Source: an optimization exercise on an open RTL-to-GDS flow (aim: small area). Production flows keep margins and buffers that such runs may drop.
At most, simulation tests tie the RTL to the original design; equivalence was not proved.
For run 2, only the layout was checked, not whether the RTL still works.

==> flow/design.v <==
module calc_rca(a, b, ci, s, co);
  parameter W = 8;
  input  [W-1:0] a, b;
  input          ci;
  output [W-1:0] s;
  output         co;
  wire [W:0] c;
  assign c[0] = ci;
  genvar k;
  generate for (k = 0; k < W; k = k + 1) begin : bit_
    assign s[k] = a[k] ^ b[k] ^ c[k];
    assign c[k+1] = (a[k] & b[k]) | (a[k] & c[k]) | (b[k] & c[k]);
  end endgenerate
  assign co = c[W];
endmodule
module calc_multiplier(a, b, p);
  input  [23:0] a;
  input  [7:0]  b;
  output [23:0] p;
  wire [23:0] S [7:0];
  assign S[0] = a & {24{b[0]}};
  genvar j, k;
  generate for (j = 1; j < 8; j = j + 1) begin : row
    wire [24:0] c;
    assign c[j] = 1'b0;
    assign S[j][j-1:0] = S[j-1][j-1:0];
    for (k = j; k < 24; k = k + 1) begin : bit_
      wire pp = a[k-j] & b[j];
      assign S[j][k] = S[j-1][k] ^ pp ^ c[k];
      assign c[k+1] = (S[j-1][k] & pp) | (S[j-1][k] & c[k]) | (pp & c[k]);
    end
  end endgenerate
  assign p = S[7];
endmodule
module calc_divider(A, B, dq, dr);
  input  [7:0] A, B;
  output [7:0] dq, dr;
  wire [8:0] hz;
  assign hz[8] = 1'b1;
  genvar j, b;
  generate for (j = 7; j >= 0; j = j - 1) begin : hzg
    assign hz[j] = hz[j+1] & !B[j];
  end endgenerate
  wire [7:0] P [8:0];
  assign P[8] = 8'd0;
  generate for (j = 7; j >= 0; j = j - 1) begin : st
    localparam W = 8 - j;
    wire [W-1:0] T;
    if (W == 1) begin : t1
      assign T = A[j];
    end else begin : tn
      assign T = {P[j+1][W-2:0], A[j]};
    end
    wire [W:0] br;
    wire [W-1:0] d;
    assign br[0] = 1'b0;
    for (b = 0; b < W; b = b + 1) begin : bb
      assign d[b] = T[b] ^ B[b] ^ br[b];
      assign br[b+1] = (!T[b] & (B[b] | br[b])) | (B[b] & br[b]);
    end
    wire q = hz[W] & !br[W];
    assign dq[j] = q;
    if (W < 8) begin : pad
      assign P[j][7:W] = 0;
    end
    assign P[j][W-1:0] = q ? d : T;
  end endgenerate
  assign dr = P[0];
endmodule
module  main_calc_cu (Clk, Reset, dataInBus, btl, btr, btd, btu, btc,
			sel1, sel2, sel3, sel4, sel5, sel6, sel7,
			add, sub, div, mult, gcd, isprime, sqrt, done,
			num1_out, num2_out,
			textOut);
input [7:0] dataInBus;
input btl, btr, btd, btu, btc;
input Clk, Reset;
output sel1, sel2, sel3, sel4, sel5, sel6, sel7;
output add, sub, div, mult, gcd, isprime, sqrt, done;
output [8*32:0] textOut;
output [7:0] num1_out, num2_out;
localparam K_ADD = 3'd0, K_SUB = 3'd1, K_DIV = 3'd2, K_MULT = 3'd3,
           K_GCD = 3'd4, K_PRIME = 3'd5, K_POW = 3'd6;
localparam C_TITLE = 4'd0, C_IN1 = 4'd1, C_IN2 = 4'd2, C_CALC0 = 4'd3,
           C_CALC1 = 4'd4, C_DIVB = 4'd5, C_DONE = 4'd6, C_RESET = 4'd7;
localparam E_START = 3'd0, E_LA = 3'd1, E_LB = 3'd2, E_BEGIN = 3'd3,
           E_CALC = 3'd4, E_PH2 = 3'd5, E_DONE = 3'd6;
reg       mop;      
reg [2:0] mk;
reg       numf;
reg [3:0] tcode;    
reg [2:0] scode;    
wire      edone = (scode == C_DONE[2:0]);
assign sel1 = !mop && mk == 3'd0;
assign sel2 = !mop && mk == 3'd1;
assign sel3 = !mop && mk == 3'd2;
assign sel4 = !mop && mk == 3'd3;
assign sel5 = !mop && mk == 3'd4;
assign sel6 = !mop && mk == 3'd5;
assign sel7 = !mop && mk == 3'd6;
assign add     = mop && mk == K_ADD;
assign sub     = mop && mk == K_SUB;
assign div     = mop && mk == K_DIV;
assign mult    = mop && mk == K_MULT;
assign gcd     = mop && mk == K_GCD;
assign isprime = mop && mk == K_PRIME;
assign sqrt    = mop && mk == K_POW;
assign done    = 1'b0;
assign num1_out = {4'b0000, numf, 1'b0, numf, 1'b0};
assign num2_out = {numf, numf, 1'b0, numf, numf, numf, 1'b0, numf};
reg [2:0] nk;
always @* begin
  nk = mk;
  case (mk)
    3'd0: if (btd) nk = 3'd4; else if (btr) nk = 3'd1; else if (btl) nk = 3'd3;
    3'd1: if (btd) nk = 3'd5; else if (btr) nk = 3'd2; else if (btl) nk = 3'd0;
    3'd2: if (btd) nk = 3'd6; else if (btl) nk = 3'd1; else if (btr) nk = 3'd3;
    3'd3: if (btd) nk = 3'd6; else if (btl) nk = 3'd2; else if (btr) nk = 3'd0;
    3'd4: if (btd) nk = 3'd0; else if (btl) nk = 3'd6; else if (btr) nk = 3'd5;
    3'd5: if (btd) nk = 3'd1; else if (btl) nk = 3'd4; else if (btr) nk = 3'd6;
    3'd6: if (btd) nk = 3'd2; else if (btl) nk = 3'd5; else if (btr) nk = 3'd4;
    default: nk = mk;
  endcase
end
always @(posedge Clk, posedge Reset)
  if (Reset) begin
    mop <= 1'b0;
    mk <= 3'd0;
    numf <= 1'b0;
    tcode <= C_RESET;
  end else begin
    tcode <= mop ? {1'b0, scode} : {1'b1, mk};
    if (mop && mk == K_ADD)
      numf <= 1'b1;
    if (!mop) begin
      if (btc)
        mop <= 1'b1;
      else
        mk <= nk;
    end else if (edone && btc)
      mop <= 1'b0;
  end
reg [2:0]  est;
reg        Ready, flag;
reg [7:0]  A, B, R;
reg [23:0] acc;
reg [3:0]  i;
wire       addm = (mk == K_ADD);
wire [8:0] as_sum;
calc_rca #(8) u_as(.a(A), .b(B ^ {8{!addm}}), .ci(!addm), .s(as_sum[7:0]), .co(as_sum[8]));
wire       a_lt_b = !as_sum[8];         
wire       a_eq_b = (A == B);
wire [23:0] mulp;
calc_multiplier u_mul(.a(acc), .b(A), .p(mulp));
wire [7:0] dq, dr;
calc_divider u_div(.A(A), .B(B), .dq(dq), .dr(dr));
wire bz = (B == 8'd0);
wire [7:0] ft = {R[6:0], 1'b0};
wire [7:0] fd;
wire       fco;
calc_rca #(8) u_fr(.a(ft), .b(~B), .ci(1'b1), .s(fd), .co(fco));
wire       fq = R[7] | fco;
wire [7:0] binc;
wire       binc_co;
calc_rca #(8) u_bi(.a(B), .b(8'd0), .ci(1'b1), .s(binc), .co(binc_co));
wire       idn = (est == E_PH2) && (mk == K_GCD);
wire [3:0] inext;
wire       inext_co;
calc_rca #(4) u_ic(.a(i), .b({idn, idn, idn, 1'b1}), .ci(1'b0), .s(inext), .co(inext_co));
always @(posedge Clk)
  if (!mop) begin
    est <= E_START;
    scode <= C_TITLE[2:0];
  end else begin
    case (est)
      E_START: begin
        scode <= C_TITLE[2:0];
        Ready <= 1'b0;
        flag <= 1'b0;
        i <= 4'd0;
        B <= 8'd2;
        if (btc)
          est <= E_LA;
      end
      E_LA: begin
        scode <= C_IN1[2:0];
        if (btc) begin
          A <= dataInBus;
          est <= (mk == K_PRIME) ? E_CALC : E_LB;
        end
      end
      E_LB: begin
        scode <= C_IN2[2:0];
        if (btc) begin
          B <= (mk == K_POW) ? ~dataInBus : dataInBus;
          if (mk == K_POW) begin
            acc <= 24'd1;
            Ready <= (dataInBus == 8'd0);
          end
          if (mk == K_MULT)
            acc <= {8'd0, dataInBus, 8'd0};
          est <= (mk == K_DIV) ? E_BEGIN : E_CALC;
        end
      end
      E_BEGIN: begin
        scode <= C_DIVB[2:0];
        acc <= {bz ? 8'd0 : dq, 16'd0};
        R <= dr;
        Ready <= bz || (dr == 8'd0);
        est <= E_CALC;
      end
      E_CALC: begin
        scode <= Ready ? C_CALC1[2:0] : C_CALC0[2:0];
        case (mk)
          K_ADD, K_SUB: begin
            acc[23:12] <= {3'b000, as_sum};
            if (mk == K_SUB && a_lt_b) begin
              A <= B;
              B <= A;
              flag <= 1'b1;
            end
            if (btc)
              est <= E_DONE;
          end
          K_MULT: begin
            if (!flag) begin
              acc <= mulp;
              flag <= 1'b1;
            end
            if (btc)
              est <= E_DONE;
          end
          K_POW: begin
            if (!Ready) begin
              acc <= mulp;
              B <= binc;
              if (B == 8'hFE)
                Ready <= 1'b1;
            end else if (btc)
              est <= E_DONE;
          end
          K_PRIME: begin
            if (!Ready) begin
              if (dq[7:1] == 7'd0)
                Ready <= 1'b1;
              else if (dr == 8'd0) begin
                flag <= 1'b1;
                Ready <= 1'b1;
              end
              B <= binc;
            end else if (btc)
              est <= E_DONE;
          end
          K_GCD: begin
            if (!Ready) begin
              if (a_eq_b) begin
                if (i == 4'd0)
                  Ready <= 1'b1;
                else
                  est <= E_PH2;
                acc[23:16] <= A;
              end else if (a_lt_b) begin
                A <= B;
                B <= A;
              end else begin
                case ({A[0], B[0]})
                  2'b11: A <= as_sum[7:0];
                  2'b10: B <= B >> 1;
                  2'b01: A <= A >> 1;
                  2'b00: begin
                    i <= inext;
                    A <= A >> 1;
                    B <= B >> 1;
                  end
                endcase
              end
            end else if (btc)
              est <= E_DONE;
          end
          default: begin  
            if (!Ready)
              est <= E_PH2;
            else if (btc)
              est <= E_DONE;
          end
        endcase
      end
      E_PH2: begin
        scode <= Ready ? C_CALC1[2:0] : C_CALC0[2:0];
        if (mk == K_GCD) begin
          if (!Ready) begin
            if (i == 4'd0)
              Ready <= 1'b1;
            else begin
              acc[23:16] <= {acc[22:16], 1'b0};
              i <= inext;
            end
          end else if (btc)
            est <= E_DONE;
        end else begin  
          if (!Ready) begin
            R <= fq ? fd : ft;
            acc[15:0] <= {acc[14:0], fq};
            i <= inext;
            if (i == 4'd15)
              Ready <= 1'b1;
            est <= E_CALC;
          end else if (btc)
            est <= E_DONE;
        end
      end
      default: begin  
        scode <= C_DONE[2:0];
        if (mk == K_ADD || mk == K_SUB)
          acc[23:12] <= {3'b000, as_sum};
      end
    endcase
  end
function [7:0] hx;
  input [3:0] d;
  hx = (d < 4'd10) ? (8'h30 + {4'd0, d}) : (8'h37 + {4'd0, d});
endfunction
wire [3:0] N0 = acc[23:20], N1 = acc[19:16], N2 = acc[15:12],
           N3 = acc[11:8],  N4 = acc[7:4],   N5 = acc[3:0];
reg [256:0] txt;
always @* begin
  txt = 257'd0;
  casez (tcode)
    C_RESET: txt[255:0] = "xxxxxxxxxxresetxxxxxxxxxxxxxxxxx";
    4'b1???: begin
      txt[255:0] = " Add Sub Div Mlt GCD isPrme Pow ";
      case (tcode[2:0])
        3'd0: txt[255 - 8*0  -: 8] = "*";
        3'd1: txt[255 - 8*4  -: 8] = "*";
        3'd2: txt[255 - 8*8  -: 8] = "*";
        3'd3: txt[255 - 8*12 -: 8] = "*";
        3'd4: txt[255 - 8*16 -: 8] = "*";
        3'd5: txt[255 - 8*20 -: 8] = "*";
        default: txt[255 - 8*27 -: 8] = "*";
      endcase
    end
    C_TITLE: case (mk)
      K_ADD:   txt[255:0] = "Addition        Adds 2 Numbers  ";
      K_SUB:   txt[255:0] = "Subtraction     Subs 2 Numbers  ";
      K_DIV:   txt[255:0] = "Division        Divides 2 Nums  ";
      K_MULT:  txt[255:0] = "Multiplication  *'s 2 Numbers   ";
      K_GCD:   txt[255:0] = "Finds the GCD   Of Two Numbers  ";
      K_PRIME: txt[255:0] = "Determinses if  A # is Prime    ";
      default: txt[255:0] = "Pow             Powers a Number ";
    endcase
    C_IN1:   txt[255:0] = "Input 1st #     Then Press Btnc ";
    C_IN2:   txt[255:0] = "Input 2nd #     Then Press Btnc ";
    C_CALC0: txt[255:0] = "Calculating...                  ";
    C_CALC1: txt[255:0] = "Calculating...  Press Btnc      ";
    C_DIVB:  txt = {1'b1, "alculating...  00.0             "};
    default: case (mk)  
      K_ADD:   txt[255:0] = {"The Sum is:     ", hx(N0), hx(N1), hx(N2), "             "};
      K_SUB:   txt[255:0] = {"The Diff is:    ", flag ? "-" : " ", hx(N1), hx(N2), "             "};
      K_DIV:   txt[255:0] = {"The Quotient is:", hx(N0), hx(N1), ".", hx(N2), hx(N3), hx(N4), hx(N5), "         "};
      K_MULT:  txt[255:0] = {"The Product is: ", hx(N0), hx(N1), hx(N2), hx(N3), "            "};
      K_GCD:   txt[255:0] = {"The GCD is:     ", hx(N0), hx(N1), "              "};
      K_PRIME: txt[255:0] = {"The Number is:  ", flag ? "not" : "   ", " Prime       "};
      default: txt[255:0] = {"The Power is:   ", hx(N0), hx(N1), hx(N2), hx(N3), hx(N4), hx(N5), "          "};
    endcase
  endcase
end
assign textOut = txt;
endmodule
==> flow/run.sh <==
#!/bin/bash
# synth_recipe.tcl (not shown) runs the flow's synth.tcl, then flattens the netlist and writes it again
# the make line also repeats each setting of config.mk as NAME=value (left out here)
make -C /OpenROAD-flow-scripts/flow DESIGN_CONFIG=/design/flow/config.mk WORK_HOME=/design/flow/orfs CLKGATE_MAP_FILE= SYNTH_SCRIPT=/design/flow/synth_recipe.tcl finish
==> flow/config.mk <==
export PLATFORM = sky130hd
export DESIGN_NAME = main_calc_cu
export DESIGN_NICKNAME = main_calc_cu
export VERILOG_FILES = /design/flow/design.v
export SDC_FILE = /design/flow/constraint.sdc
export NUM_CORES = 4
export LEC_CHECK = 0
export ABC_AREA = 1
export CAP_MARGIN = 20
export CORE_MARGIN = 2
export CORE_UTILIZATION = 40
export SLEW_MARGIN = 20
==> flow/constraint.sdc <==
create_clock -name core_clock -period 32.0 [get_ports {Clk}]
set_input_delay 6.4000 -clock core_clock [delete_from_list [all_inputs] [get_ports {Clk}]]
set_output_delay 6.4000 -clock core_clock [all_outputs]
set_load 0.01 [all_outputs]
==> results.py, run 1 <==
metrics = {
    "sta": {
        "min_period_over_period_pct": 52.18,
        "finClkSkew_ps": 14.08,
        "relSlewSlack_pct": 29.04,
        "grt_setup_unrepaired": "false",
        "worst_slew_pin_slew_ps": 1061,
        "finalCriticalPeriod_ps": 16700,
        "fmax_ghz": 0.05989,
        "hold_viol_final": 0,
        "setup_viol": 0,
        "setup_tns_ps": 0,
        "final_max_slew_viol_count": 0,
    },
    "clocking": {
        "holdBufCountCts": 0,
        "numCtsBuffers": 9,
        "clock_latency_ps": 360,
        "cts_tree": "done",
        "clockBufferDepth": 2,
        "clock_sink_count": 69,
        "cts_setup_buffers": 0,
        "clk_pin_slew_ps": 60,
        "root_buffer": "clkbuf_16",
        "cts-resized-gates": 0,
        "htreeDepth": 3,
    },
    "logic_synthesis": {
        "syn_avg_cell_area_um2": 6.996,
        "ys_seq_area_share_pct": 14.01,
        "synthCells": 2011,
        "synth-edff-count": 54,
        "ys_top_cells_by_area": "fa_1, nand2_1, edfxtp_1, inv_1, nor2_1",
        "netlist_area_um2": 14070,
        "ys_types": 64,
        "async_reset_ff_share_pct": 13.04,
        "synth_top_area_share_pct": 24.19,
        "synth_area_leader_cell": "fa_1",
        "ys_seq_elements": 69,
        "yosysWarnings": 3,
        "ys.flop_type": "edfxtp_1",
    },
    "final_layout": {
        "area_delta_synth_final_pct": 20.35,
        "nets": 2409,
        "layout-drive-gt1-share_pct": 5.563,
        "antenna_cells": 0,
        "post-route-util_pct": 48.90,
    },
    "setup_path": {
        "rr_worst_depth": 68,
        "path_max_fanout": 11,
        "r2r-start": "B[5]$_DFFE_PP_",
        "worst-r2r-setup-slack_ps": 15300,
        "crit_required_ps": 32040,
        "critPathSlowestCell": "edfxtp_1",
        "r2r-end": "flag$_DFFE_PP_",
        "crit_path_start": "B[5]$_DFFE_PP_",
        "end_kind": "flop",
        "cp-endpoint": "flag$_DFFE_PP_",
        "path_common_cell": "fa_1",
        "cpPeakStageDelay_ps": 660,
        "worstSetupPathType": "reg -> reg",
        "startpoint_type": "flop",
        "cp_data_arrival_time_ps": 16740,
    },
    "detailed_routing": {
        "wl_per_cell_um": 22.10,
        "drc": 0,
        "wl_um": 58520,
        "drtAntennaViolNets": 0,
        "vias_per_cell": 5.490,
        "vias": 14538,
        "drtIter0Drc": 1392,
        "first_pass_iters": 6,
    },
    "place": {
        "dp_hpwl_um": 47240,
        "gp_congestion": 1.034,
        "portBuffers": 244,
    },
    "global_route": {
        "grt_usage_pct": 31.82,
        "grt_pass1_vias": 14068,
        "grt_first_pass_wirelength_um": 86730,
        "antenna_found_initial": 0,
        "grt_overflow": 0,
        "grt_max_degree": 49,
    },
    "floorplanning": {
        "initial_utilization_pct": 40.63,
        "core_um2": 34630,
        "top_level_ports": 303,
        "die_h_um": 191.6,
        "die_w_um": 191.6,
        "die_area_um2": 36690,
        "rows": 68,
    },
    "min_path": {
        "min-delay-path-class": "reg -> reg",
        "hold_depth": 2,
    },
    "status": {
        "status": "complete, no violations",
    },
    "run": {
        "drv_cap": 0,
    },
}
[per-stage QoR]
step	hold slack, ps	cells	setup WS [ps]	instance area [um^2]
floorplan	407.2	2066	16550	14280
global placement	426.0	2632	15440	16630
detailed placement	428.1	2632	15290	16640
CTS	440.4	2648	15230	16930
global route	476.5	2648	14350	16930
finish	438.1	2648	15300	16930
[cell usage in the layout (no fill, tap or decap), types with 10 or more instances in the layout]
master           Yosys  layout
inv_1              376     376
nor2_1             185     182
a31oi_1             23      23
nand3_1             68      68
o2111ai_1           10      10
nand3_2             15      15
buf_4               78      37
nor2_2               7      10
o22ai_1             16      16
nand2_1            437     437
ha_1                36      36
clkdlybuf4s50_1      0     244
fa_1               170     170
nor3_1              15      13
inv_2               11      11
o211ai_1            36      36
clkbuf_16            0      10
xor2_1              25      25
and2_1              11      11
edfxtp_1            54      54
nand4_1             19      19
a21oi_1             93      93
conb_1               2      57
o21ai_0            122     122
[critical path, delay by kind of cell, from the launching register on]
family	cells	cell delay, ps
AO/OA/AOI/OAI	5	700
adder cells (fa/ha/maj)	28	10790
buffers and inverters	11	1030
flip-flops	1	660
AND/OR/NAND/NOR	24	3140
[layer usage]
| metal | up-vias | part of all wire (%) | GRT usage, % | wire (um) |
|---|---|---|---|---|
| met2 | 797 | 48 | 54.97 | 28280 |
| met4 | 0 | 5.7 | 16.66 | 3320 |
| met3 | 174 | 7.6 | 3.653 | 4451 |
| li1 | 6546 | - | - | - |
| met1 | 7021 | 38 | 38.93 | 22480 |
| met5 | - | 0 | 0 | 0 |
[how the worst min path moves through the flow]
stage                              from            endpoint
floorplan           scode[1]$_SDFF_PN0_       mop$_DFF_PP0_
global placement    scode[1]$_SDFF_PN0_       mop$_DFF_PP0_
detailed placement  scode[1]$_SDFF_PN0_       mop$_DFF_PP0_
CTS                 scode[2]$_SDFF_PN0_  tcode[2]$_DFF_PP1_
global route        scode[1]$_SDFF_PN0_       mop$_DFF_PP0_
finish              scode[2]$_SDFF_PN0_  tcode[2]$_DFF_PP1_
[cells in the mapped netlist, drive strengths merged (4+ instances only)]
cell and n:
nor4 4, fa 170, a21oi 93, clkinv 6
a2111oi 5, inv 388, a31oi 24, dfrtp 6
xnor2 7, dfxtp 6, nand4 19, a22oi 6
clkbuf 73, o31ai 4, nand2 446, or2 11
o22ai 16, buf 97, and2 11, o211ai 36
ha 36, edfxtp 54, xor2 25, o221ai 8
a211oi 5, o21ai 126, nor3 15, o2111ai 10
nor2 198, nand3 83
[sequential cells by signal (all words and copies together) (netlist names), 3 cells and up]
name	cells
i	4
B	8
tcode	4
R	8
acc	24
scode	3
A	8
est	3
mk	3
[cells by family after synthesis]
group | share of synthesized area [%]
AND/OR/NAND/NOR | 24.40
buffers and inverters | 17.30
AO/OA/AOI/OAI | 14.66
adder cells (fa/ha/maj) | 27.39
flip-flops | 14.01
XOR/XNOR | 1.992
other | 0.05338
multiplexers | 0.1957
[area by class of cell]
type                       count  area, um^2
multi-input combinational   1433        9896
fill                        3559       17700
clock inverter                 1       5.005
inverter                     394        1483
clock buffer                  15       289.0
sequential                    69        1971
timing repair buffer         281        2720
tap                          455       569.3
==> run 2, diff against run 1 <==
--- a/flow/design.v
+++ b/flow/design.v
@@ -144,3 +144,3 @@
 reg        Ready, flag;
-reg [7:0]  A, B, R;
+reg [7:0]  A, B;        
 reg [23:0] acc;
@@ -157,3 +157,3 @@
 wire bz = (B == 8'd0);
-wire [7:0] ft = {R[6:0], 1'b0};
+wire [7:0] ft = {A[6:0], 1'b0};
 wire [7:0] fd;
@@ -161,3 +161,3 @@
 calc_rca #(8) u_fr(.a(ft), .b(~B), .ci(1'b1), .s(fd), .co(fco));
-wire       fq = R[7] | fco;
+wire       fq = A[7] | fco;
 wire [7:0] binc;
@@ -207,3 +207,3 @@
         acc <= {bz ? 8'd0 : dq, 16'd0};
-        R <= dr;
+        A <= dr;
         Ready <= bz || (dr == 8'd0);
@@ -260,3 +260,2 @@
                   est <= E_PH2;
-                acc[23:16] <= A;
               end else if (a_lt_b) begin
@@ -294,3 +293,3 @@
             else begin
-              acc[23:16] <= {acc[22:16], 1'b0};
+              A <= ft;
               i <= inext;
@@ -301,3 +300,3 @@
           if (!Ready) begin
-            R <= fq ? fd : ft;
+            A <= fq ? fd : ft;
             acc[15:0] <= {acc[14:0], fq};
@@ -315,2 +314,4 @@
           acc[23:12] <= {3'b000, as_sum};
+        if (mk == K_GCD)
+          acc[23:16] <= A;
       end
==> flow/flow/run.sh (new file) <==
#!/bin/bash
# Standard layout, with small port buffers and a lean clock tree.
set -euo pipefail
# buffer every port with the smallest buffer instead of the resizer's default pick
export BUFFER_PORTS_ARGS="-buffer_cell sky130_fd_sc_hd__buf_1"
# no dummy loads on the clock tree
export CTS_ARGS="-sink_clustering_enable -repair_clock_nets -dont_use_dummy_load"
bash standard.sh > standard.log 2>&1
==> flow/standard.sh (new file) <==
#!/bin/bash
# synth_recipe.tcl (not shown) runs the flow's synth.tcl, then flattens the netlist and writes it again
# the make line also repeats each setting of config.mk as NAME=value (left out here)
make -C /OpenROAD-flow-scripts/flow DESIGN_CONFIG=/design/flow/config.mk WORK_HOME=/design/flow/orfs CLKGATE_MAP_FILE= SYNTH_SCRIPT=/design/flow/synth_recipe.tcl "${@:-finish}"
removed: flow/run.sh
==> run 2 against run 1 <==
Net effect:
- still clean on timing, DRC and antenna
- global-route usage grew 0.77 points
- clock-buffer cell count shrank 6
- core utilization shrank 5.0 points
- clock skew grew 5.1 ps
- largest cell class unchanged
- maximum frequency shrank 3.0%
- wire length grew 1.6%
==> results.py, run 2 <==
metrics = {
    "setup_path": {
        "cp_data_arrival_time_ps": 17210,
        "worst-r2r-setup-slack_ps": 14790,
        "critPathSlowestCell": "edfxtp_1",
        "end_kind": "flop",
        "cpPeakStageDelay_ps": 700,
        "path_max_fanout": 14,
        "crit_required_ps": 32000,
        "worstSetupPathType": "reg -> reg",
        "startpoint_type": "flop",
        "path_common_cell": "fa_1",
    },
    "min_path": {
        "min-delay-path-class": "reg -> reg",
    },
    "clocking": {
        "clk_pin_slew_ps": 60,
        "holdBufCountCts": 0,
        "numCtsBuffers": 9,
        "cts_tree": "done",
        "clock_latency_ps": 340,
        "htreeDepth": 3,
        "cts-resized-gates": 0,
        "clock_sink_count": 61,
        "clockBufferDepth": 2,
        "root_buffer": "clkbuf_16",
        "cts_setup_buffers": 0,
    },
    "logic_synthesis": {
        "synth-edff-count": 46,
        "ys_types": 67,
        "async_reset_ff_share_pct": 14.75,
        "ys_seq_elements": 61,
        "synth_top_area_share_pct": 24.45,
        "yosysWarnings": 3,
        "synth_common_cells": "nand2_1, inv_1, fa_1",
        "netlist_area_um2": 13920,
        "ys.flop_type": "edfxtp_1",
        "synth_most_common_cell": "nand2_1",
        "ys_seq_area_share_pct": 12.43,
        "syn_avg_cell_area_um2": 7.007,
        "synth_area_leader_cell": "fa_1",
        "ys_top_cells_by_area": "fa_1, nand2_1, edfxtp_1, inv_1, nor2_1",
        "synthCells": 1987,
    },
    "final_layout": {
        "area_delta_synth_final_pct": 8.475,
        "largest_reg_flops": 24,
        "post-route-util_pct": 43.94,
        "reg.largest.list": "acc x24, A x8, B x8",
        "layout-drive-gt1-share_pct": 6.540,
        "layout.cells.most_common": "nand2_1",
        "nets": 2379,
        "regMostFlops": "acc",
        "final_cell_mix": "nand2_1, inv_1, buf_1",
    },
    "sta": {
        "fmax_ghz": 0.05812,
        "final_max_slew_viol_count": 0,
        "relSlewSlack_pct": 26.46,
        "setup_tns_ps": 0,
        "finClkSkew_ps": 19.13,
        "min_period_over_period_pct": 53.77,
        "setup_viol": 0,
        "worst_slew_pin_slew_ps": 1100,
        "finalCriticalPeriod_ps": 17210,
        "fin_ws_ps": 14790,
        "holdWs_ps": 423.6,
        "hold_viol_final": 0,
        "grt_setup_unrepaired": "false",
    },
    "global_route": {
        "grt_first_pass_wirelength_um": 87660,
        "grt_pass1_vias": 14132,
        "grt_overflow": 0,
        "grt_usage_pct": 32.59,
        "antenna_found_initial": 0,
        "grt_max_degree": 36,
    },
    "place": {
        "portBuffers": 244,
        "gp_congestion": 1.012,
        "place_ws_ps": 14820,
        "dp_hpwl_um": 48830,
    },
    "floorplanning": {
        "die_area_um2": 36310,
        "initial_utilization_pct": 40.50,
        "core_um2": 34370,
        "top_level_ports": 303,
        "rows": 68,
        "die_h_um": 190.6,
        "die_w_um": 190.6,
    },
    "detailed_routing": {
        "drtAntennaViolNets": 0,
        "first_pass_iters": 5,
        "drc": 0,
        "wl_per_cell_um": 22.76,
        "vias_per_cell": 5.480,
        "vias": 14315,
        "drtIter0Drc": 1211,
        "wl_um": 59450,
    },
    "run": {
        "drv_cap": 0,
    },
    "status": {
        "status": "complete, no violations",
    },
}
## run 2: final timing paths
| check | start | end | depth (start not counted) |
|---|---|---|---|
| max | B[7]$_DFFE_PP_ | flag$_DFFE_PP_ | 64 |
| min reg2reg | scode[1]$_SDFF_PN0_ | mop$_DFF_PP0_ | 1 |
| min | scode[1]$_SDFF_PN0_ | mop$_DFF_PP0_ | 1 |
| max reg2reg | B[7]$_DFFE_PP_ | flag$_DFFE_PP_ | 64 |
| min in group asynchronous | Reset | mop$_DFF_PP0_ | 2 |
| max in group asynchronous | Reset | tcode[0]$_DFF_PP1_ | 2 |
## run 2: layer usage
metal,up-vias,part of all wire [%],track usage (%)
li1,6457,-,-
met1,6975,38,38.23
met2,704,48,56.90
met3,179,6.0,3.147
met4,0,7.4,21.17
met5,-,0,0
## run 2: worst max-delay path: cells and delay by family (launching register included)
family / cells / cell delay, ps
AND/OR/NAND/NOR: 21 / 2900
flip-flops: 1 / 700
adder cells (fa/ha/maj): 28 / 11260
buffers and inverters: 9 / 840
AO/OA/AOI/OAI: 6 / 1170
## run 2: layout make-up
class,count,area (um^2)
fillers,3685,19270
multi-input cells,1423,9952
flip-flops and latches,61,1730
inverters,384,1444
repair buffers,279,1179
well taps,455,569.3
clock buffers,9,225.2
diodes,1,2.502
## run 2: kinds of logic (layout without fill, tap and decap cells)
family	Yosys count	after routing	share of synthesized area, %
xor+xnor	32	32	2.013
other cells	2	58	0.05394
flops	61	61	12.43
compound gates	325	325	14.23
fa+ha+maj	206	206	27.68
simple gates	802	802	25.89
buf+inv	558	672	17.63
mux	1	1	0.07190
## run 2: through the flow
step,area [um^2],cells
CTS,15100,2611
global placement,14870,2602
detailed placement,14870,2602
floorplan,14130,2042
global route,15100,2611
finish,15100,2612
==> run 3, diff against run 2 <==
--- a/flow/design.v
+++ b/flow/design.v
@@ -19,16 +19,23 @@
   output [23:0] p;
-  wire [23:0] S [7:0];
-  assign S[0] = a & {24{b[0]}};
-  genvar j, k;
-  generate for (j = 1; j < 8; j = j + 1) begin : row
-    wire [24:0] c;
-    assign c[j] = 1'b0;
-    assign S[j][j-1:0] = S[j-1][j-1:0];
-    for (k = j; k < 24; k = k + 1) begin : bit_
-      wire pp = a[k-j] & b[j];
-      assign S[j][k] = S[j-1][k] ^ pp ^ c[k];
-      assign c[k+1] = (S[j-1][k] & pp) | (S[j-1][k] & c[k]) | (pp & c[k]);
-    end
+  wire [8:0] bb = {b, 1'b0};
+  wire [23:0] V [3:0];
+  wire [3:0] neg;
+  wire [23:0] x2 = {a[22:0], 1'b0};
+  genvar k;
+  generate for (k = 0; k < 4; k = k + 1) begin : dig
+    wire b0 = bb[2*k], b1 = bb[2*k+1], b2 = bb[2*k+2];
+    wire one = b1 ^ b0;
+    wire two = (b2 & !b1 & !b0) | (!b2 & b1 & b0);
+    assign neg[k] = b2 & !(b1 & b0);
+    assign V[k] = ((a & {24{one}}) | (x2 & {24{two}})) ^ {24{neg[k]}};
   end endgenerate
-  assign p = S[7];
+  wire [23:0] T1, T2, T3, T4;
+  calc_rca #(24) r1(.a(V[0]), .b({V[1][21:0], 2'b00}), .ci(neg[0]), .s(T1), .co());
+  assign T2[1:0] = T1[1:0];
+  calc_rca #(22) r2(.a(T1[23:2]), .b({V[2][19:0], 2'b00}), .ci(neg[1]), .s(T2[23:2]), .co());
+  assign T3[3:0] = T2[3:0];
+  calc_rca #(20) r3(.a(T2[23:4]), .b({V[3][17:0], 2'b00}), .ci(neg[2]), .s(T3[23:4]), .co());
+  assign T4[5:0] = T3[5:0];
+  calc_rca #(18) r4(.a(T3[23:6]), .b({a[15:0] & {16{b[7]}}, 2'b00}), .ci(neg[3]), .s(T4[23:6]), .co());
+  assign p = T4;
 endmodule
@@ -149,3 +156,5 @@
 wire [8:0] as_sum;
-calc_rca #(8) u_as(.a(A), .b(B ^ {8{!addm}}), .ci(!addm), .s(as_sum[7:0]), .co(as_sum[8]));
+wire [7:0] ft = {A[6:0], 1'b0};
+wire [7:0] asx = (mk == K_DIV) ? ft : A;
+calc_rca #(8) u_as(.a(asx), .b(B ^ {8{!addm}}), .ci(!addm), .s(as_sum[7:0]), .co(as_sum[8]));
 wire       a_lt_b = !as_sum[8];         
@@ -157,7 +166,3 @@
 wire bz = (B == 8'd0);
-wire [7:0] ft = {A[6:0], 1'b0};
-wire [7:0] fd;
-wire       fco;
-calc_rca #(8) u_fr(.a(ft), .b(~B), .ci(1'b1), .s(fd), .co(fco));
-wire       fq = A[7] | fco;
+wire       fq = A[7] | as_sum[8];
 wire [7:0] binc;
@@ -300,4 +305,4 @@
           if (!Ready) begin
-            A <= fq ? fd : ft;
-            acc[15:0] <= {acc[14:0], fq};
+            A <= fq ? as_sum[7:0] : ft;
+            acc[15:0] <= {acc[14:12], fq, acc[10:0], acc[15]};
             i <= inext;
@@ -359,3 +364,3 @@
       K_SUB:   txt[255:0] = {"The Diff is:    ", flag ? "-" : " ", hx(N1), hx(N2), "             "};
-      K_DIV:   txt[255:0] = {"The Quotient is:", hx(N0), hx(N1), ".", hx(N2), hx(N3), hx(N4), hx(N5), "         "};
+      K_DIV:   txt[255:0] = {"The Quotient is:", hx(N0), hx(N1), ".", hx(N3), hx(N4), hx(N5), hx(N2), "         "};
       K_MULT:  txt[255:0] = {"The Product is: ", hx(N0), hx(N1), hx(N2), hx(N3), "            "};
==> flow/flow/run.sh (replaced) <==
#!/bin/bash
# Own flow: the standard layout with
#  - synthesis as the standard one, but with an area-oriented ABC script (flow/area.abc);
#    flip-flops are mapped before ABC runs, so the registers are the standard synthesis's;
#  - the smallest buffer on every port;
#  - a small clock tree without dummy loads.
set -euo pipefail
W=$(pwd)
# ORFS synth.tcl with the ABC script swapped for ours
sed 's|^  log_cmd abc {\*}\$abc_args|  set abc_args [lreplace $abc_args 1 1 '"$W"'/flow/area.abc]\n  log_cmd abc {*}$abc_args|' \
  "$FLOW_HOME/scripts/synth.tcl" > "$W/own_synth_body.tcl"
grep -q "flow/area.abc" "$W/own_synth_body.tcl"
sed "s|source \$::env(SCRIPTS_DIR)/synth.tcl|source $W/own_synth_body.tcl|" synth_recipe.tcl > "$W/own_synth.tcl"
grep -q own_synth_body "$W/own_synth.tcl"
sed "s|SYNTH_SCRIPT=[^ ]*|SYNTH_SCRIPT=$W/own_synth.tcl|" standard.sh > "$W/own_standard.sh"
grep -q own_synth.tcl "$W/own_standard.sh"
export BUFFER_PORTS_ARGS="-buffer_cell sky130_fd_sc_hd__buf_1"
export CTS_ARGS="-sink_clustering_enable -repair_clock_nets -dont_use_dummy_load -buf_list sky130_fd_sc_hd__clkbuf_8"
bash "$W/own_standard.sh" > "$W/flow.log" 2>&1
==> flow/flow/area.abc (new file) <==
strash
balance -l; resub -K 6 -l; rewrite -l; resub -K 6 -N 2 -l; refactor -l; resub -K 8 -l; balance -l; resub -K 8 -N 2 -l; rewrite -l; resub -K 10 -l; rewrite -z -l; resub -K 10 -N 2 -l; balance -l; resub -K 12 -l; refactor -z -l; resub -K 12 -N 2 -l; rewrite -z -l; balance -l
dch -f
map -a
strash
balance -l; resub -K 6 -l; rewrite -l; resub -K 6 -N 2 -l; refactor -l; resub -K 8 -l; balance -l; resub -K 8 -N 2 -l; rewrite -l; resub -K 10 -l; rewrite -z -l; resub -K 10 -N 2 -l; balance -l; resub -K 12 -l; refactor -z -l; resub -K 12 -N 2 -l; rewrite -z -l; balance -l
dch -f
map -a
strash
dch -f
map -a
topo
stime -c
==> run 3 against run 2 <==
Net effect:
- still clean on timing, DRC and antenna
- critical path type unchanged
- area after synthesis shrank 16%
- largest cell class unchanged
- final cell count shrank 12%
- via count shrank 4.3%
==> results.py, run 3 <==
metrics = {
    "setup_path": {
        "path_common_cell": "fa_1",
        "worst-r2r-setup-slack_ps": 12650,
        "r2r-start": "B[6]$_DFFE_PP_",
        "rr_worst_depth": 62,
        "startpoint_type": "flop",
        "crit_path_start": "B[6]$_DFFE_PP_",
        "worstSetupPathType": "reg -> reg",
        "cp-endpoint": "flag$_DFFE_PP_",
        "cpPeakStageDelay_ps": 630,
        "crit_required_ps": 32060,
        "r2r-end": "flag$_DFFE_PP_",
        "end_kind": "flop",
        "path_max_fanout": 11,
        "critPathSlowestCell": "nor4_1",
        "cp_data_arrival_time_ps": 19410,
    },
    "global_route": {
        "grt_max_degree": 51,
        "grt_usage_pct": 35.95,
        "grt_overflow": 0,
        "grt_pass1_vias": 12954,
        "grt_first_pass_wirelength_um": 82800,
        "antenna_found_initial": 0,
    },
    "sta": {
        "setup_tns_ps": 0,
        "finalCriticalPeriod_ps": 19350,
        "hold_viol_final": 0,
        "worst_slew_pin_slew_ps": 1022,
        "finClkSkew_ps": 31.36,
        "fmax_ghz": 0.05167,
        "grt_setup_unrepaired": "false",
        "final_max_slew_viol_count": 0,
        "holdWs_ps": 430.4,
        "relSlewSlack_pct": 31.64,
        "fin_ws_ps": 12650,
        "min_period_over_period_pct": 60.48,
        "setup_viol": 0,
    },
    "detailed_routing": {
        "wl_per_cell_um": 24.23,
        "drc": 0,
        "vias_per_cell": 5.933,
        "first_pass_iters": 5,
        "wl_um": 55940,
        "vias": 13700,
        "wl_met3_um": 4310,
        "topRoutingLayerUsed": "met4",
        "wl_met2_um": 26140,
        "wl_met1_um": 21710,
        "drtIter0Drc": 1454,
        "drtAntennaViolNets": 0,
    },
    "logic_synthesis": {
        "ys.flop_type": "edfxtp_1",
        "netlist_area_um2": 11710,
        "yosysWarnings": 3,
        "async_reset_ff_share_pct": 14.75,
        "ys_seq_elements": 61,
        "synth_common_cells": "nand2_1, nor2_1, clkinv_1",
        "synth_top_area_share_pct": 18.64,
        "ys_types": 45,
        "synth_area_leader_cell": "fa_1",
        "synth_most_common_cell": "nand2_1",
        "synth-edff-count": 46,
        "ys_seq_area_share_pct": 14.78,
        "ys_top_cells_by_area": "fa_1, edfxtp_1, nand2_1, nor2_1, clkinv_1",
        "syn_avg_cell_area_um2": 7.045,
        "synthCells": 1662,
    },
    "min_path": {
        "min-delay-path-class": "reg -> reg",
    },
    "floorplanning": {
        "rows": 62,
        "die_w_um": 175.1,
        "core_um2": 28780,
        "die_h_um": 175.1,
        "die_area_um2": 30660,
        "top_level_ports": 303,
        "initial_utilization_pct": 40.68,
    },
    "place": {
        "portBuffers": 244,
        "dp_hpwl_um": 44800,
        "place_ws_ps": 12760,
        "gp_congestion": 0.9945,
    },
    "clocking": {
        "clock_latency_ps": 380,
        "cts-resized-gates": 0,
        "cts_setup_buffers": 0,
        "root_buffer": "clkbuf_8",
        "numCtsBuffers": 9,
        "clockBufferDepth": 2,
        "clk_pin_slew_ps": 80,
        "clock_sink_count": 61,
        "holdBufCountCts": 0,
        "htreeDepth": 3,
        "cts_tree": "done",
    },
    "final_layout": {
        "regMostFlops": "acc",
        "largest_reg_flops": 24,
        "final_cell_mix": "nand2_1, buf_1, nor2_1",
        "reg.largest.list": "acc x24, A x8, B x8",
        "layout.cells.most_common": "nand2_1",
        "n_fill_cell": 3185,
        "layout-drive-gt1-share_pct": 2.753,
        "antenna_cells": 0,
        "area_delta_synth_final_pct": 12.01,
        "nets": 2091,
    },
    "run": {
        "drv_cap": 0,
    },
    "status": {
        "status": "complete, no violations",
    },
}
## run 3: worst min-delay path by stage
stage	startpoint	end	depth (start not counted)
finish	scode[2]$_SDFF_PN0_	tcode[2]$_DFF_PP1_	2
global route	scode[2]$_SDFF_PN0_	mop$_DFF_PP0_	1
CTS	scode[2]$_SDFF_PN0_	tcode[2]$_DFF_PP1_	2
detailed placement	scode[2]$_SDFF_PN0_	tcode[2]$_DFF_PP1_	2
global placement	scode[2]$_SDFF_PN0_	mop$_DFF_PP0_	1
floorplan	scode[2]$_SDFF_PN0_	tcode[2]$_DFF_PP1_	2
## run 3: critical path: cells and delay by family, from the launching register on
family,cells,cell delay (ps)
multiplexers,1,150
AND/OR/NAND/NOR,20,4810
flip-flops,1,620
adder cells (fa/ha/maj),26,10300
buffers and inverters,8,1710
AO/OA/AOI/OAI,7,1430
## run 3: cells by family (layout without fill, tap and decap cells)
family	Yosys count	count (layout)	synth area share, %
simple gates	626	626	21.75
compound gates	429	429	21.70
buf+inv	309	517	12.34
fa+ha+maj	149	149	22.91
xor+xnor	84	84	6.283
flops	61	61	14.78
other cells	2	57	0.06414
mux	2	2	0.1710
## run 3: area by class of cell
type	instances	area, um^2	share of cell area (%)
Multi-Input combinational cell	1347	8742	66.66
Inverter	229	859.6	6.554
Tap cell	384	480.5	3.663
Clock buffer	9	123.9	0.9445
Sequential cell	61	1730	13.19
Timing Repair Buffer	279	1179	8.987
## run 3: layer usage
| layer | track usage [%] | vias to the layer above |
|---|---|---|
| met1 | 45.47 | 6573 |
| met5 | 0 | - |
| met3 | 4.460 | 172 |
| met4 | 22.12 | 0 |
| li1 | - | 6100 |
| met2 | 58.58 | 855 |
## run 3: stage by stage
stage          cell area, um^2  utilization [%]  std cells
2_1_floorplan            11920                -       1717
3_3_place_gp             12990            45.14       2300
3_5_place_dp             12990            45.14       2300
4_1_cts                  13120            45.57       2309
5_1_grt                  13120            45.57       2309
6_report                 13120            45.57       2309
==> run 4, diff against run 3 <==
--- a/flow/flow/run.sh
+++ b/flow/flow/run.sh
@@ -17,3 +17,3 @@
 export BUFFER_PORTS_ARGS="-buffer_cell sky130_fd_sc_hd__buf_1"
-export CTS_ARGS="-sink_clustering_enable -repair_clock_nets -dont_use_dummy_load -buf_list sky130_fd_sc_hd__clkbuf_8"
+export CTS_ARGS="-sink_clustering_enable -repair_clock_nets -dont_use_dummy_load -buf_list sky130_fd_sc_hd__clkbuf_8 -sink_clustering_size 30 -sink_clustering_max_diameter 100"
 bash "$W/own_standard.sh" > "$W/flow.log" 2>&1
==> run 4 against run 3 <==
Net effect:
- synthesized cell count stayed put
- global-route usage stayed put
- area after synthesis stayed put
- maximum frequency stayed put
- sequential cell count stayed put
- first-iteration DRC count stayed put
- still clean on timing, DRC and antenna
==> results.py, run 4 <==
metrics = {
    "status": {
        "status": "complete, no violations",
    },
    "place": {
        "portBuffers": 244,
        "place_ws_ps": 12760,
        "gp_congestion": 0.9945,
        "dp_cells": 2300,
        "dp_hpwl_um": 44800,
    },
    "logic_synthesis": {
        "ys.flop_type": "edfxtp_1",
        "ys_top_cells_by_area": "fa_1, edfxtp_1, nand2_1, nor2_1, clkinv_1",
        "synth-xor-area-share_pct": 6.283,
        "synth_area_leader_cell": "fa_1",
        "yosys.area_share.simple_pct": 21.75,
        "synth_top_family_by_area": "adder cells",
        "yosysWarnings": 3,
        "synth_mux_area_share_pct": 0.1710,
        "synth_common_cells": "nand2_1, nor2_1, clkinv_1",
        "synth_most_common_cell": "nand2_1",
        "ys_types": 45,
        "synth-edff-count": 46,
        "syn_avg_cell_area_um2": 7.045,
        "synth_top_area_share_pct": 18.64,
        "ys_seq_area_share_pct": 14.78,
        "synthAdderAreaFrac_pct": 22.91,
        "synth-compound-area-share_pct": 21.70,
        "synthCells": 1662,
        "ys_seq_elements": 61,
        "netlist_area_um2": 11710,
        "async_reset_ff_share_pct": 14.75,
    },
    "final_layout": {
        "reg.largest.list": "acc x24, A x8, B x8",
        "post-route-util_pct": 45.57,
        "nets": 2091,
        "multiInputGateArea_um2": 8742,
        "largest_reg_flops": 24,
        "n_fill_cell": 3185,
        "layout-drive-gt1-share_pct": 2.753,
        "area_delta_synth_final_pct": 12.01,
        "antenna_cells": 0,
        "final_cell_mix": "nand2_1, buf_1, nor2_1",
        "seq_area_um2": 1730,
        "finalNonFillerCells": 2309,
        "layout.cells.most_common": "nand2_1",
        "regMostFlops": "acc",
    },
    "sta": {
        "hold_viol_final": 0,
        "final_max_slew_viol_count": 0,
        "finClkSkew_ps": 31.36,
        "setup_viol": 0,
        "finalCriticalPeriod_ps": 19350,
        "min_period_over_period_pct": 60.48,
        "grt_setup_unrepaired": "false",
        "setup_tns_ps": 0,
        "fmax_ghz": 0.05167,
        "fin_ws_ps": 12650,
        "worst_slew_pin_slew_ps": 1022,
        "holdWs_ps": 430.4,
        "relSlewSlack_pct": 31.64,
    },
    "clocking": {
        "cts_setup_buffers": 0,
        "numCtsBuffers": 9,
        "clock_latency_ps": 380,
        "holdBufCountCts": 0,
        "cts-resized-gates": 0,
        "clock_sink_count": 61,
        "clk_pin_slew_ps": 80,
        "root_buffer": "clkbuf_8",
        "cts_tree": "done",
        "clockBufferDepth": 2,
        "htreeDepth": 3,
    },
    "setup_path": {
        "critPathBufInv": 8,
        "path_max_fanout": 11,
        "path_common_cell": "fa_1",
        "startpoint_type": "flop",
        "end_kind": "flop",
        "cpPeakStageDelay_ps": 630,
        "crit_family": "adder cells",
        "worstSetupPathType": "reg -> reg",
        "crit_required_ps": 32060,
        "cp_data_arrival_time_ps": 19410,
        "critPathSlowestCell": "nor4_1",
    },
    "global_route": {
        "grt_pass1_vias": 12954,
        "grt_overflow": 0,
        "grt_max_degree": 51,
        "grt_first_pass_wirelength_um": 82800,
        "antenna_found_initial": 0,
        "grt_usage_pct": 35.95,
    },
    "detailed_routing": {
        "drc": 0,
        "drtAntennaViolNets": 0,
        "vias_per_cell": 5.933,
        "wl_per_cell_um": 24.23,
        "wl_um": 55940,
        "first_pass_iters": 5,
        "drtIter0Drc": 1454,
        "vias": 13700,
    },
    "floorplanning": {
        "die_w_um": 175.1,
        "rows": 62,
        "die_area_um2": 30660,
        "initial_utilization_pct": 40.68,
        "core_um2": 28780,
        "die_h_um": 175.1,
        "top_level_ports": 303,
    },
    "min_path": {
        "min-delay-path-class": "reg -> reg",
    },
    "run": {
        "drv_cap": 0,
    },
}
run 4: final timing paths:
kind	slack, ps	from	depth (start not counted)	end
max reg2reg	12650	B[6]$_DFFE_PP_	62	flag$_DFFE_PP_
max	12650	B[6]$_DFFE_PP_	62	flag$_DFFE_PP_
min	430	scode[2]$_SDFF_PN0_	2	tcode[2]$_DFF_PP1_
max in group asynchronous	25820	Reset	2	tcode[1]$_DFF_PP1_
min reg2reg	430	scode[2]$_SDFF_PN0_	2	tcode[2]$_DFF_PP1_
min in group asynchronous	5910	Reset	2	numf$_DFFE_PP0P_
run 4: layer usage:
layer	track usage, %	wire length (um)	share of wire [%]
met1	45.47	21710	39
met5	0	0	0
met2	58.58	26140	47
met3	4.460	4310	7.7
met4	22.12	3780	6.8
run 4: area by class of cell:
class / instances / area share, %
Clock buffer: 9 / 0.9445
Multi-Input combinational cell: 1347 / 66.66
Tap cell: 384 / 3.663
Timing Repair Buffer: 279 / 8.987
Sequential cell: 61 / 13.19
Inverter: 229 / 6.554
run 4: logic make-up after synthesis:
| logic type | Yosys count |
|---|---|
| compound gates | 429 |
| xor+xnor | 84 |
| fa+ha+maj | 149 |
| buf+inv | 309 |
| flops | 61 |
| mux | 2 |
| other cells | 2 |
| simple gates | 626 |
run 4: worst reg2reg max path: cells and delay by family, from the launching register on:
family	cells	cell delay (ps)
mux	1	150
fa+ha+maj	26	10300
compound gates	7	1430
simple gates	20	4810
flops	1	620
buf+inv	8	1720
run 4: stage by stage:
step                instance area, um^2
finish                            13120
global route                      13120
CTS                               13120
detailed placement                12990
global placement                  12990
floorplan                         11920
==> run 5, diff against run 4 <==
--- a/flow/design.v
+++ b/flow/design.v
@@ -100,9 +100,9 @@
 wire      edone = (scode == C_DONE[2:0]);
-assign sel1 = !mop && mk == 3'd0;
-assign sel2 = !mop && mk == 3'd1;
-assign sel3 = !mop && mk == 3'd2;
-assign sel4 = !mop && mk == 3'd3;
-assign sel5 = !mop && mk == 3'd4;
-assign sel6 = !mop && mk == 3'd5;
-assign sel7 = !mop && mk == 3'd6;
+assign sel1 = !mop && mk == K_ADD;
+assign sel2 = !mop && mk == K_SUB;
+assign sel3 = !mop && mk == K_DIV;
+assign sel4 = !mop && mk == K_MULT;
+assign sel5 = !mop && mk == K_GCD;
+assign sel6 = !mop && mk == K_PRIME;
+assign sel7 = !mop && mk == K_POW;
 assign add     = mop && mk == K_ADD;
@@ -121,9 +121,9 @@
   case (mk)
-    3'd0: if (btd) nk = 3'd4; else if (btr) nk = 3'd1; else if (btl) nk = 3'd3;
-    3'd1: if (btd) nk = 3'd5; else if (btr) nk = 3'd2; else if (btl) nk = 3'd0;
-    3'd2: if (btd) nk = 3'd6; else if (btl) nk = 3'd1; else if (btr) nk = 3'd3;
-    3'd3: if (btd) nk = 3'd6; else if (btl) nk = 3'd2; else if (btr) nk = 3'd0;
-    3'd4: if (btd) nk = 3'd0; else if (btl) nk = 3'd6; else if (btr) nk = 3'd5;
-    3'd5: if (btd) nk = 3'd1; else if (btl) nk = 3'd4; else if (btr) nk = 3'd6;
-    3'd6: if (btd) nk = 3'd2; else if (btl) nk = 3'd5; else if (btr) nk = 3'd4;
+    K_ADD: if (btd) nk = K_GCD; else if (btr) nk = K_SUB; else if (btl) nk = K_MULT;
+    K_SUB: if (btd) nk = K_PRIME; else if (btr) nk = K_DIV; else if (btl) nk = K_ADD;
+    K_DIV: if (btd) nk = K_POW; else if (btl) nk = K_SUB; else if (btr) nk = K_MULT;
+    K_MULT: if (btd) nk = K_POW; else if (btl) nk = K_DIV; else if (btr) nk = K_ADD;
+    K_GCD: if (btd) nk = K_ADD; else if (btl) nk = K_POW; else if (btr) nk = K_PRIME;
+    K_PRIME: if (btd) nk = K_SUB; else if (btl) nk = K_GCD; else if (btr) nk = K_POW;
+    K_POW: if (btd) nk = K_DIV; else if (btl) nk = K_PRIME; else if (btr) nk = K_GCD;
     default: nk = mk;
@@ -134,3 +134,3 @@
     mop <= 1'b0;
-    mk <= 3'd0;
+    mk <= K_ADD;
     numf <= 1'b0;
@@ -153,3 +153,3 @@
 reg [23:0] acc;
-reg [3:0]  i;
+reg [2:0]  i;        
 wire       addm = (mk == K_ADD);
@@ -158,3 +158,3 @@
 wire [7:0] asx = (mk == K_DIV) ? ft : A;
-calc_rca #(8) u_as(.a(asx), .b(B ^ {8{!addm}}), .ci(!addm), .s(as_sum[7:0]), .co(as_sum[8]));
+calc_rca #(8) u_as(.a(asx), .b(~B), .ci(!addm), .s(as_sum[7:0]), .co(as_sum[8]));
 wire       a_lt_b = !as_sum[8];         
@@ -170,6 +170,6 @@
 calc_rca #(8) u_bi(.a(B), .b(8'd0), .ci(1'b1), .s(binc), .co(binc_co));
-wire       idn = (est == E_PH2) && (mk == K_GCD);
-wire [3:0] inext;
+wire       idn = (est == E_PH2);
+wire [2:0] inext;
 wire       inext_co;
-calc_rca #(4) u_ic(.a(i), .b({idn, idn, idn, 1'b1}), .ci(1'b0), .s(inext), .co(inext_co));
+calc_rca #(3) u_ic(.a(i), .b({idn, idn, 1'b1}), .ci(1'b0), .s(inext), .co(inext_co));
 always @(posedge Clk)
@@ -184,3 +184,3 @@
         flag <= 1'b0;
-        i <= 4'd0;
+        i <= 3'd0;
         B <= 8'd2;
@@ -199,3 +199,3 @@
         if (btc) begin
-          B <= (mk == K_POW) ? ~dataInBus : dataInBus;
+          B <= (mk == K_POW || mk == K_ADD) ? ~dataInBus : dataInBus;
           if (mk == K_POW) begin
@@ -211,3 +211,3 @@
         scode <= C_DIVB[2:0];
-        acc <= {bz ? 8'd0 : dq, 16'd0};
+        acc <= {bz ? 8'd0 : dq, 3'd0, !(bz || dr == 8'd0), 12'd0};
         A <= dr;
@@ -261,3 +261,3 @@
               if (a_eq_b) begin
-                if (i == 4'd0)
+                if (i == 3'd0)
                   Ready <= 1'b1;
@@ -295,3 +295,3 @@
           if (!Ready) begin
-            if (i == 4'd0)
+            if (i == 3'd0)
               Ready <= 1'b1;
@@ -307,4 +307,3 @@
             acc[15:0] <= {acc[14:12], fq, acc[10:0], acc[15]};
-            i <= inext;
-            if (i == 4'd15)
+            if (acc[11])
               Ready <= 1'b1;
@@ -338,9 +337,10 @@
       case (tcode[2:0])
-        3'd0: txt[255 - 8*0  -: 8] = "*";
-        3'd1: txt[255 - 8*4  -: 8] = "*";
-        3'd2: txt[255 - 8*8  -: 8] = "*";
-        3'd3: txt[255 - 8*12 -: 8] = "*";
-        3'd4: txt[255 - 8*16 -: 8] = "*";
-        3'd5: txt[255 - 8*20 -: 8] = "*";
-        default: txt[255 - 8*27 -: 8] = "*";
+        K_ADD: txt[255 - 8*0 -: 8] = "*";
+        K_SUB: txt[255 - 8*4 -: 8] = "*";
+        K_DIV: txt[255 - 8*8 -: 8] = "*";
+        K_MULT: txt[255 - 8*12 -: 8] = "*";
+        K_GCD: txt[255 - 8*16 -: 8] = "*";
+        K_PRIME: txt[255 - 8*20 -: 8] = "*";
+        K_POW: txt[255 - 8*27 -: 8] = "*";
+        default: ;
       endcase
--- a/flow/flow/run.sh
+++ b/flow/flow/run.sh
@@ -5,3 +5,6 @@
 #  - the smallest buffer on every port;
-#  - a small clock tree without dummy loads.
+#  - a small clock tree without dummy loads;
+#  - synthesis buffers removed before placement, placement not timing driven
+#    (GPL_TIMING_DRIVEN 0 in config.mk), and power recovery (downsizing) after routing.
+# Each tool's output goes to flow.log here and to ORFS's own logs under orfs/logs.
 set -euo pipefail
@@ -18,2 +21,7 @@
 export CTS_ARGS="-sink_clustering_enable -repair_clock_nets -dont_use_dummy_load -buf_list sky130_fd_sc_hd__clkbuf_8 -sink_clustering_size 30 -sink_clustering_max_diameter 100"
+# downsize cells on paths with slack to spare, after global routing
+export RECOVER_POWER=100
+export SKIP_REPAIR_TIE_FANOUT=1
+# remove the synthesis buffers before placement (timing-driven placement, which would, is off)
+export PRE_GLOBAL_PLACE_TCL="$W/flow/pre_gpl.tcl"
 bash "$W/own_standard.sh" > "$W/flow.log" 2>&1
==> flow/flow/area.abc (replaced) <==
strash
&get -n
&deepsyn -T 60
&put
dch -f
map -a
strash
dch -f
map -a
topo
stime -c
==> flow/flow/pre_gpl.tcl (new file) <==
remove_buffers
--- a/flow/config.mk
+++ b/flow/config.mk
@@ -11,2 +11,3 @@
 export CORE_UTILIZATION = 40
+export GPL_TIMING_DRIVEN = 0
 export SLEW_MARGIN = 20
==> run 5 against run 4 <==
Net effect:
- the layout now fails its checks (max-capacitance violations, max-slew violations)
- die area fell by 2.6%
- core utilization fell by 1.3 points
- critical path type unchanged
- clock skew fell by 1.1 ps
==> results.py, run 5 <==
metrics = {
    "global_route": {
        "grt_first_pass_wirelength_um": 83310,
        "grt_overflow": 0,
        "grt_pass1_vias": 12886,
        "grt_max_degree": 46,
        "antenna_found_initial": 2,
        "grt_usage_pct": 36.65,
    },
    "sta": {
        "fmax_ghz": 0.05315,
        "final_max_slew_viol_count": 20,
        "setup_tns_ps": 0,
        "holdWs_ps": 438.7,
        "worst_slew_pin_slew_ps": 1533,
        "hold_viol_final": 0,
        "grt_setup_unrepaired": "false",
        "setup_viol": 0,
        "finClkSkew_ps": 30.22,
        "relSlewSlack_pct": -2.594,
        "min_period_over_period_pct": 58.79,
        "finalCriticalPeriod_ps": 18810,
    },
    "final_layout": {
        "largest_reg_flops": 24,
        "post-route-util_pct": 44.26,
        "final_cell_mix": "nor2_1, clkinv_1, buf_1",
        "nets": 1971,
        "regMostFlops": "acc",
        "layout-drive-gt1-share_pct": 1.385,
        "antenna_cells": 0,
        "reg.largest.list": "acc x24, A x8, B x8",
        "layout.cells.most_common": "nor2_1",
        "area_delta_synth_final_pct": 8.487,
    },
    "floorplanning": {
        "die_w_um": 172.8,
        "die_area_um2": 29860,
        "initial_utilization_pct": 40.80,
        "die_h_um": 172.8,
        "top_level_ports": 303,
        "rows": 61,
        "core_um2": 27930,
    },
    "logic_synthesis": {
        "synth_most_common_cell": "nor2_1",
        "ys_seq_elements": 60,
        "synth_common_cells": "nor2_1, clkinv_1, nand2_1",
        "synth-edff-count": 45,
        "synth_area_leader_cell": "fa_1",
        "async_reset_ff_share_pct": 15.00,
        "ys_top_cells_by_area": "fa_1, edfxtp_1, nor2_1, clkinv_1, nand2_1",
        "ys_seq_area_share_pct": 14.92,
        "yosysWarnings": 3,
        "ys_types": 37,
        "netlist_area_um2": 11400,
        "ys.flop_type": "edfxtp_1",
        "synth_top_area_share_pct": 19.15,
        "syn_avg_cell_area_um2": 6.996,
        "synthCells": 1629,
    },
    "setup_path": {
        "rr_worst_depth": 58,
        "startpoint_type": "flop",
        "path_common_cell": "fa_1",
        "path_depth": 58,
        "crit_required_ps": 32030,
        "crit_family": "adder cells",
        "critPathBufInv": 5,
        "cp_data_arrival_time_ps": 18850,
        "end_kind": "flop",
        "worst-r2r-setup-slack_ps": 13190,
        "path_max_fanout": 19,
        "cpPeakStageDelay_ps": 760,
        "critPathSlowestCell": "clkinv_1",
        "worstSetupPathType": "reg -> reg",
    },
    "detailed_routing": {
        "vias_per_cell": 6.105,
        "wl_um": 55690,
        "wl_per_cell_um": 25.51,
        "drc": 0,
        "drtIter0Drc": 1511,
        "drtAntennaViolNets": 0,
        "vias": 13328,
        "first_pass_iters": 5,
    },
    "clocking": {
        "holdBufCountCts": 0,
        "clock_sink_count": 60,
        "cts-resized-gates": 0,
        "cts_tree": "done",
        "cts_setup_buffers": 0,
        "htreeDepth": 3,
        "clk_pin_slew_ps": 60,
        "clock_latency_ps": 370,
        "numCtsBuffers": 9,
        "clockBufferDepth": 2,
        "root_buffer": "clkbuf_8",
    },
    "min_path": {
        "hold_depth": 1,
        "min-delay-path-class": "reg -> reg",
    },
    "place": {
        "dp_hpwl_um": 45000,
        "gp_congestion": 1.062,
        "portBuffers": 244,
    },
    "status": {
        "so.violations": "max-capacitance violations, max-slew violations",
        "status": "complete, but fails checks",
    },
    "run": {
        "drv_cap": 2,
    },
}
[run 5: final timing paths]
check | from | end
setup reg to reg | A[7]$_DFFE_PP_ | flag$_DFFE_PP_
hold / removal | scode[1]$_SDFF_PN0_ | mop$_DFF_PP0_
setup / recovery | A[7]$_DFFE_PP_ | flag$_DFFE_PP_
max in group asynchronous | Reset | tcode[2]$_DFF_PP1_
min in group asynchronous | Reset | numf$_DFFE_PP0P_
hold reg to reg | scode[1]$_SDFF_PN0_ | mop$_DFF_PP0_
[run 5: cell type report]
type,count,area (um^2)
Inverter,252,945.9
Tap cell,378,473.0
Multi-Input combinational cell,1237,8174
Fill cell,3042,15570
Sequential cell,60,1700
Timing Repair Buffer,247,945.9
Clock buffer,9,123.9
[run 5: stage by stage]
| step | setup WS [ps] | instance area [um^2] | std cells |
|---|---|---|---|
| 2_1_floorplan | 15860 | 11400 | 1629 |
| 3_3_place_gp | 13450 | 12200 | 2171 |
| 3_5_place_dp | 13350 | 12250 | 2174 |
| 4_1_cts | 13270 | 12380 | 2183 |
| 5_1_grt | 12030 | 12360 | 2183 |
| 6_report | 13190 | 12360 | 2183 |
[run 5: cells by family after synthesis]
family                     after synthesis  share of synthesized area, %
and+or+nand+nor                        607                         21.82
AOI/OAI and AO/OA                      429                         22.38
buffers and inverters                  332                         13.44
adders and majority gates              149                         23.54
DFF                                     60                         14.92
xor gates and xnor gates                50                         3.843
other                                    2                       0.06590
[run 5: per-layer routing]
metal	up-vias	global-route usage [%]	routed length [um]
li1	5884	-	-
met1	6427	46.68	21760
met2	864	60.94	26040
met3	151	5.409	4785
met4	2	18.15	3085
met5	-	0	13

## static timing again, ports no longer ideal
In the flow no input, the clock included, has a driving cell. The finished layouts below were timed again as built, in two steps.
Step 1: set_driving_cell puts a clkbuf_16 on Clk and a buf_2 on each other input, an assumption about the parent block.
Step 2 moves the port delays by t, midway between the first and last clock arrival at a register: inputs arrive t later, outputs are due t later. That takes back most of the time a late clock gives input paths.
Three values: no drivers, after step 1, after step 2; two values: the first two.
run	shift t [ns]	setup slack, ns	pins driven straight from the clock port
run 1	0.401	15.304 / 15.304 / 15.304	1
run 2	0.370	14.794 / 14.794 / 14.794	1
run 3	0.404	12.646 / 12.646 / 12.646	1
run 4	0.404	12.646 / 12.646 / 12.646	1
run 5	0.391	13.186 / 13.186 / 13.186	1
